This is an optimization exercise on Yosys and OpenROAD, whose aim is small area, a short achievable clock period and few clock cycles, not a production implementation. Function was checked by simulation only, so behaviour that the tests miss may differ from the original.

// pipeline
module pipeline ( 
                 clock,
                 reset,
                 mem2proc_response,
                 mem2proc_data,
                 mem2proc_tag,
                 proc2mem_command,
                 proc2mem_addr,
                 proc2mem_data,
                 pipeline_completed_insts,
                 pipeline_error_status,
                 pipeline_commit_wr_data,
                 pipeline_commit_wr_idx,
                 pipeline_commit_wr_en,
                 pipeline_commit_NPC
                );
  input         clock;
  input         reset;
  input  [3:0]  mem2proc_response;
  input  [63:0] mem2proc_data;
  input  [3:0]  mem2proc_tag;
  output [1:0]  proc2mem_command;
  output [63:0] proc2mem_addr;
  output [63:0] proc2mem_data;
  output [3:0]  pipeline_completed_insts;
  output [3:0]  pipeline_error_status;
  output [4:0]  pipeline_commit_wr_idx;
  output [63:0] pipeline_commit_wr_data;
  output        pipeline_commit_wr_en;
  output [63:0] pipeline_commit_NPC;
  reg  [16:2] f_pc;
  reg  [63:0] f_s;
  reg         f_vc;         
  reg         f_halted;
  reg  [16:2] ras0, ras1;
  reg         rv0, rv1;
  reg         d_v;
  reg  [31:0] d_ir;
  reg  [16:2] d_npc;
  reg  [16:2] d_tgt;        
  reg         x_v;
  reg  [63:0] x_a, x_b;
  reg  [15:0] x_imm;
  reg  [16:2] x_npc;
  reg  [16:2] x_tgt;
  reg   [4:0] x_dst;
  reg         x_we;
  reg         x_ld, x_st, x_lda, x_bc, x_pt, x_jmp, x_link, x_halt, x_mul;
  reg         x_sub, x_cmp, x_logic, x_shift;
  reg   [2:0] x_cf;      
  reg   [1:0] x_lf;      
  reg         x_linv;    
  reg         x_sll, x_sra;
  reg         m_prev;
  reg         m_first;
  reg         w_v;
  reg         w_we;
  reg         w_halt;
  reg   [4:0] w_idx;
  reg  [63:0] w_data;
  reg  [16:2] w_npc;
  wire  [5:0] d_op   = d_ir[31:26];
  wire  [4:0] d_ra   = d_ir[25:21];
  wire  [4:0] d_rb   = d_ir[20:16];
  wire  [4:0] d_rc   = d_ir[4:0];
  wire  [6:0] d_fn   = d_ir[11:5];
  wire        d_lit  = d_ir[12];
  wire d_opr   = (d_op[5:2] == 4'b0100);          
  wire d_inta  = d_opr & (d_op[1:0] == 2'b00);
  wire d_intl  = d_opr & (d_op[1:0] == 2'b01);
  wire d_ints  = d_opr & (d_op[1:0] == 2'b10);
  ...
Settings: LEC_CHECK=0, CAP_MARGIN=20, CORE_MARGIN=2, CORE_UTILIZATION=50, CTS_CLUSTER_DIAMETER=180, CTS_CLUSTER_SIZE=18, SLEW_MARGIN=20; clock period 17.0 ns.
standard.sh (not shown) runs the stock make flow with config.mk's settings and CLKGATE_MAP_FILE= SYNTH_SCRIPT=/design/flow/synth_recipe.tcl, a recipe that flattens the netlist after the stock synthesis.
==> flow/flow/run.sh <==
#!/bin/bash
# The standard layout (the standard.sh: standard synthesis, floorplan, placement, CTS,
# routing) with two changes to how ORFS optimises it:
#  - repair_timing is asked for a setup slack margin of 9.6 ns, so that it sizes and
#    buffers the logic for a shorter achieved period;
#  - the port buffers that global placement inserts on every input and output are
#    sky130_fd_sc_hd__buf_4 instead of the default delay buffer.
# The SDC, the clock period and every other setting are the standard flow's. The full make output goes
# to standard.log here; ORFS keeps each step's own log under orfs/logs.
set -euo pipefail
bash standard.sh SETUP_SLACK_MARGIN=9.6 "BUFFER_PORTS_ARGS=-buffer_cell sky130_fd_sc_hd__buf_4" finish > standard.log 2>&1
The first run reached the layout checks and failed them: capacitance limit, slew limit.
Testbench counts at the start, summed over its fixed seeds: cycles 130,316.
==> next run, changes <==
==> flow/config.mk (replaced) <==
export PLATFORM = sky130hd
export DESIGN_NAME = pipeline
export DESIGN_NICKNAME = pipeline
export VERILOG_FILES = /design/flow/design.v
export SDC_FILE = /design/flow/constraint.sdc
export NUM_CORES = 4
export LEC_CHECK = 0
export CAP_MARGIN = 30
export CORE_MARGIN = 2
export CORE_UTILIZATION = 40
export SLEW_MARGIN = 30
What happened:
- With this change the flow completed without violations
- setup slack loses 0.0089 ns
- area after synthesis is unchanged
- wire length rose by 1.7%
- core utilization fell by 9.8 points

afterwards: timing with drivers on the ports:
How much do the figures lean on ideal ports? The routed layouts below were timed once more, with nothing changed but the port constraints. Step 1 sets driving cells, clkbuf_16 on the clock port and buf_2 on the other inputs (assumed; they add their load-dependent delay and slew). Step 2 times the ports against the registers' clock, not the clock port: input delays grow and output delays shrink by t, the midpoint of the rising clock arrivals with the driver on. Three values: ideal, step 1, step 2; two values: the first two.
| run | t, ns | slack for setup (ns) | latest minus earliest clock arrival (ns) | worst data-port slew with drivers (ns) | pins driven straight from the clock port |
|---|---|---|---|---|---|
| the first run | 0.964 | 9.152 / 9.051 / 9.190 | 0.122 / 0.123 | 0.10 | 1 |
| the second run | 0.967 | 9.143 / 9.043 / 9.349 | 0.071 / 0.071 | 0.08 | 1 |
